From an optimization exercise on the open Yosys and OpenROAD flow, aimed at small area and a short achievable clock period; shortcuts taken in it are not production practice.
Only simulation tests tie the RTL to the original design; equivalence was not proved.

==> inputs of job 4544 <==
Design tlb, start of the top module:
module tlb(
    input wire clk,
    input wire [18:0] s0_vppn,
    input wire        s0_va_bit12,
    input wire [ 9:0] s0_asid,
    output wire        s0_found,
    output wire [ 3:0] s0_index,
    output wire [19:0] s0_ppn,
    output wire [ 5:0] s0_ps,
    output wire [ 1:0] s0_plv,
    output wire [ 1:0] s0_mat,
    output wire        s0_d   ,
    output wire        s0_v   ,
    input wire [18:0] s1_vppn,
    input wire        s1_va_bit12,
    input wire [ 9:0] s1_asid,
    output wire        s1_found,
    output wire [ 3:0] s1_index,
    output wire [19:0] s1_ppn,
    output wire [ 5:0] s1_ps,
    output wire [ 1:0] s1_plv,
    output wire [ 1:0] s1_mat,
    output wire        s1_d   ,
    output wire        s1_v   ,
    input wire         invtlb_valid,
    input wire  [ 4:0] invtlb_op,
    input wire        we,
    input wire        w_e,
    input wire [18:0] w_vppn,
    input wire [ 9:0] w_asid,
    input wire        w_g,
    input wire [ 5:0] w_ps,
    input wire [ 3:0] w_index,
    input wire [19:0] w_ppn0,
    input wire [ 1:0] w_plv0,
    input wire [ 1:0] w_mat0,
    input wire        w_d0   ,
    input wire        w_v0   ,
    input wire [19:0] w_ppn1,
    input wire [ 1:0] w_plv1,
    input wire [ 1:0] w_mat1,
    input wire        w_d1   ,
    input wire        w_v1   ,
    input wire [ 3:0] r_index,
    output wire        r_e,
    output wire [18:0] r_vppn,
    output wire [ 9:0] r_asid,
    output wire        r_g,
    output wire [ 5:0] r_ps,
    output wire [19:0] r_ppn0,
    output wire [ 1:0] r_plv0,
    output wire [ 1:0] r_mat0,
    output wire        r_d0   ,
    output wire        r_v0   ,
    output wire [19:0] r_ppn1,
    output wire [ 1:0] r_plv1,
    output wire [ 1:0] r_mat1,
    output wire        r_d1   ,
    output wire        r_v1
    );
==> flow/config.mk <==
export PLATFORM = sky130hd
export DESIGN_NAME = tlb
export DESIGN_NICKNAME = tlb
export VERILOG_FILES = /design/flow/design.v
export SDC_FILE = /design/flow/constraint.sdc
export NUM_CORES = 4
export LEC_CHECK = 0
export CAP_MARGIN = 20
export CORE_MARGIN = 2
export CORE_UTILIZATION = 65
export CTS_BUF_LIST = sky130_fd_sc_hd__clkbuf_8
export CTS_CLUSTER_DIAMETER = 50
export CTS_CLUSTER_SIZE = 12
export SETUP_SLACK_MARGIN = 3.5
export SLEW_MARGIN = 20
export SYNTH_HIERARCHICAL = 1
==> flow/constraint.sdc <==
create_clock -name core_clock -period 10.0 [get_ports {clk}]
set_input_delay 2.0000 -clock core_clock [delete_from_list [all_inputs] [get_ports {clk}]]
set_output_delay 2.0000 -clock core_clock [all_outputs]
set_load 0.01 [all_outputs]
standard.sh (not shown) runs the stock make flow with config.mk's settings and CLKGATE_MAP_FILE= SYNTH_SCRIPT=/design/flow/synth_recipe.tcl, a recipe that flattens the netlist after the stock synthesis.
==> flow/flow/run.sh <==
#!/bin/bash
# Standard ORFS layout, except that the port buffers are buf_2 cells instead of
# the default pick (a clock delay cell), which adds about 0.5 ns to every port path.
set -euo pipefail
export BUFFER_PORTS_ARGS="-buffer_cell sky130_fd_sc_hd__buf_2"
bash standard.sh > standard.log 2>&1
==> job 1531 (differences from job 4544) <==
--- a/flow/design.v
+++ b/flow/design.v
@@ -67,14 +67,11 @@
 wire [18:0] vppn_q [15:0];
 wire [ 9:0] asid_q [15:0];
 wire [25:0] p0_q   [15:0];
 wire [25:0] p1_q   [15:0];
 wire [15:0] m0_n, m1_n;
-wire [15:0] h0e [1:0];
-wire [15:0] h0o [1:0];
-wire [15:0] h1e [1:0];
-wire [15:0] h1o [1:0];
+wire [15:0] h0e, h0o, h1e, h1o;
 genvar i;
 generate for (i = 0; i < 16; i = i + 1) begin : ent
     reg        e, big, g;
     reg [18:0] vppn;
     reg [ 9:0] asid;
@@ -92,16 +89,14 @@
     end
     wire odd0 = big ? s0_vppn[8] : s0_va_bit12;
     wire odd1 = big ? s1_vppn[8] : s1_va_bit12;
     wire hi0, lo0, as0, hi1, lo1, as1;
     tlb_cmp c0 (.v(s0_vppn), .a(s0_asid), .sv(vppn), .sa(asid), .e(e), .big(big), .g(g),
-                .odd(odd0), .odd_n(~odd0), .m_n(m0_n[i]),
-                .he({h0e[1][i], h0e[0][i]}), .ho({h0o[1][i], h0o[0][i]}),
+                .odd(odd0), .odd_n(~odd0), .m_n(m0_n[i]), .he(h0e[i]), .ho(h0o[i]),
                 .hi_e(hi0), .lo_eq(lo0), .as_eq(as0));
     tlb_cmp c1 (.v(s1_vppn), .a(s1_asid), .sv(vppn), .sa(asid), .e(e), .big(big), .g(g),
-                .odd(odd1), .odd_n(~odd1), .m_n(m1_n[i]),
-                .he({h1e[1][i], h1e[0][i]}), .ho({h1o[1][i], h1o[0][i]}),
+                .odd(odd1), .odd_n(~odd1), .m_n(m1_n[i]), .he(h1e[i]), .ho(h1o[i]),
                 .hi_e(hi1), .lo_eq(lo1), .as_eq(as1));
     wire vm1 = hi1 & (big | lo1);
     wire kill = (invtlb_op == 5'd0) | (invtlb_op == 5'd1)
               | ((invtlb_op == 5'd2) &  g)
               | ((invtlb_op == 5'd3) & ~g)
@@ -128,12 +123,12 @@
     wire [15:0] d0, d1;
     for (i = 0; i < 16; i = i + 1) begin : col
         assign d0[i] = p0_q[i][b];
         assign d1[i] = p1_q[i][b];
     end
-    tlb_sel32 u0 (.he(h0e[b / 13]), .ho(h0o[b / 13]), .d0(d0), .d1(d1), .q(s0_pg[b]));
-    tlb_sel32 u1 (.he(h1e[b / 13]), .ho(h1o[b / 13]), .d0(d0), .d1(d1), .q(s1_pg[b]));
+    tlb_sel32 u0 (.he(h0e), .ho(h0o), .d0(d0), .d1(d1), .q(s0_pg[b]));
+    tlb_sel32 u1 (.he(h1e), .ho(h1o), .d0(d0), .d1(d1), .q(s1_pg[b]));
 end endgenerate
 wire [15:0] m0 = ~m0_n;
 wire [15:0] m1 = ~m1_n;
 wire s0_big = |(m0 & big_q);
 wire s1_big = |(m1 & big_q);
@@ -143,25 +138,23 @@
 assign {s0_ppn, s0_plv, s0_mat, s0_d, s0_v} = s0_pg;
 assign s1_found = |m1;
 assign s1_index = {|(m1 & 16'hff00), |(m1 & 16'hf0f0), |(m1 & 16'hcccc), |(m1 & 16'haaaa)};
 assign s1_ps    = s1_big ? 6'd21 : 6'd12;
 assign {s1_ppn, s1_plv, s1_mat, s1_d, s1_v} = s1_pg;
-wire [15:0] rsel [3:0];
+wire [15:0] rsel;
 wire [83:0] rq;
 wire [83:0] rd [15:0];
-generate for (i = 0; i < 4; i = i + 1) begin : rdup
-    tlb_dec4 d (.a(r_index), .y(rsel[i]));
-end endgenerate
 generate for (i = 0; i < 16; i = i + 1) begin : rdec
+    assign rsel[i] = (r_index == i);
     assign rd[i] = {e_q[i], vppn_q[i], asid_q[i], g_q[i], big_q[i], p0_q[i], p1_q[i]};
 end endgenerate
 generate for (b = 0; b < 84; b = b + 1) begin : rdb
     wire [15:0] c;
     for (i = 0; i < 16; i = i + 1) begin : col
         assign c[i] = rd[i][b];
     end
-    tlb_ao16 u (.s(rsel[b / 21]), .d(c), .q(rq[b]));
+    tlb_ao16 u (.s(rsel), .d(c), .q(rq[b]));
 end endgenerate
 wire r_big;
 assign {r_e, r_vppn, r_asid, r_g, r_big,
         r_ppn0, r_plv0, r_mat0, r_d0, r_v0,
         r_ppn1, r_plv1, r_mat1, r_d1, r_v1} = rq;
@@ -171,12 +164,11 @@
     input  wire [18:0] v,
     input  wire [ 9:0] a,
     input  wire [18:0] sv,
     input  wire [ 9:0] sa,
     input  wire        e, big, g, odd, odd_n,
-    output wire        m_n,
-    output wire [1:0]  he, ho,
+    output wire        m_n, he, ho,
     output wire        hi_e, lo_eq, as_eq
 );
 wire [18:0] ve;
 wire [ 9:0] ae;
 genvar k;
@@ -198,14 +190,12 @@
 tlb_nand3 na2 (.a(ae[2]),  .b(ae[1]),  .c(ae[0]),               .y(a2));
 tlb_nor3 rh (.a(h0), .b(h1), .c(h2), .y(hi_e));
 tlb_nor3 rl (.a(l0), .b(l1), .c(l2), .y(lo_eq));
 tlb_nor3 ra (.a(a0), .b(a1), .c(a2), .y(as_eq));
 tlb_o221ai m (.a1(big), .a2(lo_eq), .b1(g), .b2(as_eq), .c1(hi_e), .y(m_n));
-tlb_nor2 se0 (.a(m_n), .b(odd),   .y(he[0]));
-tlb_nor2 se1 (.a(m_n), .b(odd),   .y(he[1]));
-tlb_nor2 so0 (.a(m_n), .b(odd_n), .y(ho[0]));
-tlb_nor2 so1 (.a(m_n), .b(odd_n), .y(ho[1]));
+tlb_nor2 se (.a(m_n), .b(odd),   .y(he));
+tlb_nor2 so (.a(m_n), .b(odd_n), .y(ho));
 endmodule
 module tlb_sel32(
     input  wire [15:0] he, ho, d0, d1,
     output wire        q
 );
@@ -234,16 +224,10 @@
     input  wire [7:0] s, d,
     output wire       q
 );
 assign q = |(s & d);
 endmodule
-module tlb_dec4(input wire [3:0] a, output wire [15:0] y);
-genvar k;
-generate for (k = 0; k < 16; k = k + 1) begin : d
-    assign y[k] = (a == k);
-end endgenerate
-endmodule
 module tlb_xnor2(input wire a, b, output wire y);
 assign y = ~(a ^ b);
 endmodule
 module tlb_nand2(input wire a, b, output wire y);
 assign y = ~(a & b);
--- a/flow/config.mk
+++ b/flow/config.mk
@@ -5,11 +5,11 @@
 export SDC_FILE = /design/flow/constraint.sdc
 export NUM_CORES = 4
 export LEC_CHECK = 0
 export CAP_MARGIN = 20
 export CORE_MARGIN = 2
-export CORE_UTILIZATION = 65
+export CORE_UTILIZATION = 35
 export CTS_BUF_LIST = sky130_fd_sc_hd__clkbuf_8
 export CTS_CLUSTER_DIAMETER = 50
 export CTS_CLUSTER_SIZE = 12
 export SETUP_SLACK_MARGIN = 3.5
 export SLEW_MARGIN = 20
==> job 5626 (differences from job 4544) <==
--- a/flow/design.v
+++ b/flow/design.v
@@ -94,22 +94,22 @@
     wire odd1 = big ? s1_vppn[8] : s1_va_bit12;
     wire hi0, lo0, as0, hi1, lo1, as1;
     tlb_cmp c0 (.v(s0_vppn), .a(s0_asid), .sv(vppn), .sa(asid), .e(e), .big(big), .g(g),
                 .odd(odd0), .odd_n(~odd0), .m_n(m0_n[i]),
                 .he({h0e[1][i], h0e[0][i]}), .ho({h0o[1][i], h0o[0][i]}),
-                .hi_e(hi0), .lo_eq(lo0), .as_eq(as0));
+                .hi_e(hi0), .lo_ok(lo0), .as_ok(as0));
     tlb_cmp c1 (.v(s1_vppn), .a(s1_asid), .sv(vppn), .sa(asid), .e(e), .big(big), .g(g),
                 .odd(odd1), .odd_n(~odd1), .m_n(m1_n[i]),
                 .he({h1e[1][i], h1e[0][i]}), .ho({h1o[1][i], h1o[0][i]}),
-                .hi_e(hi1), .lo_eq(lo1), .as_eq(as1));
-    wire vm1 = hi1 & (big | lo1);
+                .hi_e(hi1), .lo_ok(lo1), .as_ok(as1));
+    wire vm1 = hi1 & lo1;
     wire kill = (invtlb_op == 5'd0) | (invtlb_op == 5'd1)
               | ((invtlb_op == 5'd2) &  g)
               | ((invtlb_op == 5'd3) & ~g)
               | ((invtlb_op == 5'd4) & ~g & as1)
               | ((invtlb_op == 5'd5) & ~g & as1 & vm1)
-              | ((invtlb_op == 5'd6) & (g | as1) & vm1);
+              | ((invtlb_op == 5'd6) & as1 & vm1);
     always @(posedge clk) begin
         if (wsel)
             e <= w_e;
         else if (inv & kill)
             e <= 1'b0;
@@ -173,11 +173,11 @@
     input  wire [18:0] sv,
     input  wire [ 9:0] sa,
     input  wire        e, big, g, odd, odd_n,
     output wire        m_n,
     output wire [1:0]  he, ho,
-    output wire        hi_e, lo_eq, as_eq
+    output wire        hi_e, lo_ok, as_ok
 );
 wire [18:0] ve;
 wire [ 9:0] ae;
 genvar k;
 generate for (k = 0; k < 19; k = k + 1) begin : vx
@@ -188,20 +188,20 @@
 end endgenerate
 wire h0, h1, h2, l0, l1, l2, a0, a1, a2;
 tlb_nand4 nh0 (.a(ve[18]), .b(ve[17]), .c(ve[16]), .d(ve[15]), .y(h0));
 tlb_nand4 nh1 (.a(ve[14]), .b(ve[13]), .c(ve[12]), .d(e),      .y(h1));
 tlb_nand3 nh2 (.a(ve[11]), .b(ve[10]), .c(ve[9]),               .y(h2));
-tlb_nand3 nl0 (.a(ve[8]),  .b(ve[7]),  .c(ve[6]),               .y(l0));
-tlb_nand3 nl1 (.a(ve[5]),  .b(ve[4]),  .c(ve[3]),               .y(l1));
-tlb_nand3 nl2 (.a(ve[2]),  .b(ve[1]),  .c(ve[0]),               .y(l2));
-tlb_nand4 na0 (.a(ae[9]),  .b(ae[8]),  .c(ae[7]),  .d(ae[6]),   .y(a0));
-tlb_nand3 na1 (.a(ae[5]),  .b(ae[4]),  .c(ae[3]),               .y(a1));
-tlb_nand3 na2 (.a(ae[2]),  .b(ae[1]),  .c(ae[0]),               .y(a2));
+tlb_a31oi nl0 (.a1(ve[8]), .a2(ve[7]), .a3(ve[6]), .b1(big),    .y(l0));
+tlb_a31oi nl1 (.a1(ve[5]), .a2(ve[4]), .a3(ve[3]), .b1(big),    .y(l1));
+tlb_a31oi nl2 (.a1(ve[2]), .a2(ve[1]), .a3(ve[0]), .b1(big),    .y(l2));
+tlb_a41oi na0 (.a1(ae[9]), .a2(ae[8]), .a3(ae[7]), .a4(ae[6]), .b1(g), .y(a0));
+tlb_a31oi na1 (.a1(ae[5]), .a2(ae[4]), .a3(ae[3]), .b1(g),      .y(a1));
+tlb_a31oi na2 (.a1(ae[2]), .a2(ae[1]), .a3(ae[0]), .b1(g),      .y(a2));
 tlb_nor3 rh (.a(h0), .b(h1), .c(h2), .y(hi_e));
-tlb_nor3 rl (.a(l0), .b(l1), .c(l2), .y(lo_eq));
-tlb_nor3 ra (.a(a0), .b(a1), .c(a2), .y(as_eq));
-tlb_o221ai m (.a1(big), .a2(lo_eq), .b1(g), .b2(as_eq), .c1(hi_e), .y(m_n));
+tlb_nor3 rl (.a(l0), .b(l1), .c(l2), .y(lo_ok));
+tlb_nor3 ra (.a(a0), .b(a1), .c(a2), .y(as_ok));
+tlb_nand3 m (.a(hi_e), .b(lo_ok), .c(as_ok), .y(m_n));
 tlb_nor2 se0 (.a(m_n), .b(odd),   .y(he[0]));
 tlb_nor2 se1 (.a(m_n), .b(odd),   .y(he[1]));
 tlb_nor2 so0 (.a(m_n), .b(odd_n), .y(ho[0]));
 tlb_nor2 so1 (.a(m_n), .b(odd_n), .y(ho[1]));
 endmodule
@@ -261,8 +261,11 @@
 assign y = ~(a | b | c);
 endmodule
 module tlb_inv(input wire a, output wire y);
 assign y = ~a;
 endmodule
-module tlb_o221ai(input wire a1, a2, b1, b2, c1, output wire y);
-assign y = ~((a1 | a2) & (b1 | b2) & c1);
-endmodule
+module tlb_a31oi(input wire a1, a2, a3, b1, output wire y);
+assign y = ~((a1 & a2 & a3) | b1);
+endmodule
+module tlb_a41oi(input wire a1, a2, a3, a4, b1, output wire y);
+assign y = ~((a1 & a2 & a3 & a4) | b1);
+endmodule
--- a/flow/config.mk
+++ b/flow/config.mk
@@ -5,11 +5,11 @@
 export SDC_FILE = /design/flow/constraint.sdc
 export NUM_CORES = 4
 export LEC_CHECK = 0
 export CAP_MARGIN = 20
 export CORE_MARGIN = 2
-export CORE_UTILIZATION = 65
+export CORE_UTILIZATION = 45
 export CTS_BUF_LIST = sky130_fd_sc_hd__clkbuf_8
 export CTS_CLUSTER_DIAMETER = 50
 export CTS_CLUSTER_SIZE = 12
 export SETUP_SLACK_MARGIN = 3.5
 export SLEW_MARGIN = 20
==> job 5020 (differences from job 4544) <==
--- a/flow/design.v
+++ b/flow/design.v
@@ -67,14 +67,11 @@
 wire [18:0] vppn_q [15:0];
 wire [ 9:0] asid_q [15:0];
 wire [25:0] p0_q   [15:0];
 wire [25:0] p1_q   [15:0];
 wire [15:0] m0_n, m1_n;
-wire [15:0] h0e [1:0];
-wire [15:0] h0o [1:0];
-wire [15:0] h1e [1:0];
-wire [15:0] h1o [1:0];
+wire [15:0] h0e, h0o, h1e, h1o;
 genvar i;
 generate for (i = 0; i < 16; i = i + 1) begin : ent
     reg        e, big, g;
     reg [18:0] vppn;
     reg [ 9:0] asid;
@@ -92,16 +89,14 @@
     end
     wire odd0 = big ? s0_vppn[8] : s0_va_bit12;
     wire odd1 = big ? s1_vppn[8] : s1_va_bit12;
     wire hi0, lo0, as0, hi1, lo1, as1;
     tlb_cmp c0 (.v(s0_vppn), .a(s0_asid), .sv(vppn), .sa(asid), .e(e), .big(big), .g(g),
-                .odd(odd0), .odd_n(~odd0), .m_n(m0_n[i]),
-                .he({h0e[1][i], h0e[0][i]}), .ho({h0o[1][i], h0o[0][i]}),
+                .odd(odd0), .odd_n(~odd0), .m_n(m0_n[i]), .he(h0e[i]), .ho(h0o[i]),
                 .hi_e(hi0), .lo_eq(lo0), .as_eq(as0));
     tlb_cmp c1 (.v(s1_vppn), .a(s1_asid), .sv(vppn), .sa(asid), .e(e), .big(big), .g(g),
-                .odd(odd1), .odd_n(~odd1), .m_n(m1_n[i]),
-                .he({h1e[1][i], h1e[0][i]}), .ho({h1o[1][i], h1o[0][i]}),
+                .odd(odd1), .odd_n(~odd1), .m_n(m1_n[i]), .he(h1e[i]), .ho(h1o[i]),
                 .hi_e(hi1), .lo_eq(lo1), .as_eq(as1));
     wire vm1 = hi1 & (big | lo1);
     wire kill = (invtlb_op == 5'd0) | (invtlb_op == 5'd1)
               | ((invtlb_op == 5'd2) &  g)
               | ((invtlb_op == 5'd3) & ~g)
@@ -128,12 +123,12 @@
     wire [15:0] d0, d1;
     for (i = 0; i < 16; i = i + 1) begin : col
         assign d0[i] = p0_q[i][b];
         assign d1[i] = p1_q[i][b];
     end
-    tlb_sel32 u0 (.he(h0e[b / 13]), .ho(h0o[b / 13]), .d0(d0), .d1(d1), .q(s0_pg[b]));
-    tlb_sel32 u1 (.he(h1e[b / 13]), .ho(h1o[b / 13]), .d0(d0), .d1(d1), .q(s1_pg[b]));
+    tlb_sel32 u0 (.he(h0e), .ho(h0o), .d0(d0), .d1(d1), .q(s0_pg[b]));
+    tlb_sel32 u1 (.he(h1e), .ho(h1o), .d0(d0), .d1(d1), .q(s1_pg[b]));
 end endgenerate
 wire [15:0] m0 = ~m0_n;
 wire [15:0] m1 = ~m1_n;
 wire s0_big = |(m0 & big_q);
 wire s1_big = |(m1 & big_q);
@@ -143,25 +138,23 @@
 assign {s0_ppn, s0_plv, s0_mat, s0_d, s0_v} = s0_pg;
 assign s1_found = |m1;
 assign s1_index = {|(m1 & 16'hff00), |(m1 & 16'hf0f0), |(m1 & 16'hcccc), |(m1 & 16'haaaa)};
 assign s1_ps    = s1_big ? 6'd21 : 6'd12;
 assign {s1_ppn, s1_plv, s1_mat, s1_d, s1_v} = s1_pg;
-wire [15:0] rsel [3:0];
+wire [15:0] rsel;
 wire [83:0] rq;
 wire [83:0] rd [15:0];
-generate for (i = 0; i < 4; i = i + 1) begin : rdup
-    tlb_dec4 d (.a(r_index), .y(rsel[i]));
-end endgenerate
 generate for (i = 0; i < 16; i = i + 1) begin : rdec
+    assign rsel[i] = (r_index == i);
     assign rd[i] = {e_q[i], vppn_q[i], asid_q[i], g_q[i], big_q[i], p0_q[i], p1_q[i]};
 end endgenerate
 generate for (b = 0; b < 84; b = b + 1) begin : rdb
     wire [15:0] c;
     for (i = 0; i < 16; i = i + 1) begin : col
         assign c[i] = rd[i][b];
     end
-    tlb_ao16 u (.s(rsel[b / 21]), .d(c), .q(rq[b]));
+    tlb_ao16 u (.s(rsel), .d(c), .q(rq[b]));
 end endgenerate
 wire r_big;
 assign {r_e, r_vppn, r_asid, r_g, r_big,
         r_ppn0, r_plv0, r_mat0, r_d0, r_v0,
         r_ppn1, r_plv1, r_mat1, r_d1, r_v1} = rq;
@@ -171,12 +164,11 @@
     input  wire [18:0] v,
     input  wire [ 9:0] a,
     input  wire [18:0] sv,
     input  wire [ 9:0] sa,
     input  wire        e, big, g, odd, odd_n,
-    output wire        m_n,
-    output wire [1:0]  he, ho,
+    output wire        m_n, he, ho,
     output wire        hi_e, lo_eq, as_eq
 );
 wire [18:0] ve;
 wire [ 9:0] ae;
 genvar k;
@@ -198,14 +190,12 @@
 tlb_nand3 na2 (.a(ae[2]),  .b(ae[1]),  .c(ae[0]),               .y(a2));
 tlb_nor3 rh (.a(h0), .b(h1), .c(h2), .y(hi_e));
 tlb_nor3 rl (.a(l0), .b(l1), .c(l2), .y(lo_eq));
 tlb_nor3 ra (.a(a0), .b(a1), .c(a2), .y(as_eq));
 tlb_o221ai m (.a1(big), .a2(lo_eq), .b1(g), .b2(as_eq), .c1(hi_e), .y(m_n));
-tlb_nor2 se0 (.a(m_n), .b(odd),   .y(he[0]));
-tlb_nor2 se1 (.a(m_n), .b(odd),   .y(he[1]));
-tlb_nor2 so0 (.a(m_n), .b(odd_n), .y(ho[0]));
-tlb_nor2 so1 (.a(m_n), .b(odd_n), .y(ho[1]));
+tlb_nor2 se (.a(m_n), .b(odd),   .y(he));
+tlb_nor2 so (.a(m_n), .b(odd_n), .y(ho));
 endmodule
 module tlb_sel32(
     input  wire [15:0] he, ho, d0, d1,
     output wire        q
 );
@@ -234,16 +224,10 @@
     input  wire [7:0] s, d,
     output wire       q
 );
 assign q = |(s & d);
 endmodule
-module tlb_dec4(input wire [3:0] a, output wire [15:0] y);
-genvar k;
-generate for (k = 0; k < 16; k = k + 1) begin : d
-    assign y[k] = (a == k);
-end endgenerate
-endmodule
 module tlb_xnor2(input wire a, b, output wire y);
 assign y = ~(a ^ b);
 endmodule
 module tlb_nand2(input wire a, b, output wire y);
 assign y = ~(a & b);
--- a/flow/config.mk
+++ b/flow/config.mk
@@ -5,11 +5,11 @@
 export SDC_FILE = /design/flow/constraint.sdc
 export NUM_CORES = 4
 export LEC_CHECK = 0
 export CAP_MARGIN = 20
 export CORE_MARGIN = 2
-export CORE_UTILIZATION = 65
+export CORE_UTILIZATION = 45
 export CTS_BUF_LIST = sky130_fd_sc_hd__clkbuf_8
 export CTS_CLUSTER_DIAMETER = 50
 export CTS_CLUSTER_SIZE = 12
 export SETUP_SLACK_MARGIN = 3.5
 export SLEW_MARGIN = 20
==> results.json <==
{
  "status": "no timing/DRC/antenna violations",
  "synth_seq_area_share": 0.5735,
  "synth_common_cells": "a22oi_1, edfxtp_1, xnor2_1, nand4_1, nor2_1",
  "multi_input_area_share": 0.3731,
  "rows": 145,
  "clkLatencyLatePin_ps": 930,
  "grt_use_met1": 0.5030,
  "layout_setup_ws_ps": 3267
}
-- figures above: job 5626

==> results.json <==
{
  "status": "no timing/DRC/antenna violations",
  "synth_seq_area_share": 0.5843,
  "register_area_sq_um": 40360,
  "grt_use_met1": 0.3797,
  "multi_input_comb_cells": 3841,
  "crit_cells": 12,
  "layout_setup_ws_ps": 3384,
  "clkLatencyLatePin_ps": 980,
  "min_path_type": "reg -> reg",
  "multi_input_area_share": 0.3585,
  "grt_use_met3": 0.1113
}
-- figures above: job 1531

==> results.json <==
{
  "multi_input_area_share": 0.3759,
  "synth_seq_area_share": 0.5739,
  "rows": 120,
  "layout_setup_ws_ps": 3211,
  "status": "no timing/DRC/antenna violations",
  "grt_use_met1": 0.6709
}
-- figures above: job 4544

==> results.json <==
{
  "synth_common_cells": "a22oi_1, edfxtp_1, xnor2_1, nand4_1, nor2_1",
  "synth_seq_area_share": 0.5843,
  "rows": 143,
  "multi_input_area_share": 0.3624,
  "status": "no timing/DRC/antenna violations",
  "clkLatencyLatePin_ps": 920,
  "layout_setup_ws_ps": 3384
}
-- figures above: job 5020

re-timing with driven ports:
The results above use ideal ports. As a check the final layouts listed here were re-extracted and re-timed, cells and wires unchanged.
Step 1, drivers: a clkbuf_16 drives clk and a buf_2 each remaining input, both assumed.
Step 2 adds t to the input delays and takes it off the output delays; t is the mean of the earliest and latest rising clock arrival at the registers after step 1. Input paths then give back, and output paths get back, about the clock's delay inside the block.
Three values: no drivers, after step 1, after step 2; two values: the first two.
run	t, ns	setup slack, ns	hold slack, ns	pins driven straight from the clock port
job 4544	0.986	3.211 / 3.181 / 3.181	1.112 / 1.112 / 1.112	1
job 1531	1.079	3.384 / 3.305 / 3.305	1.139 / 1.139 / 1.139	1
job 5626	0.974	3.267 / 3.230 / 3.230	1.205 / 1.205 / 1.205	1
job 5020	1.004	3.384 / 3.328 / 3.328	1.099 / 1.099 / 1.099	1
After both steps setup and hold are still met in every run listed. The setup slack of job 1531, which loses most, moves by -0.079 ns with the drivers and by -0.079 ns with both steps.
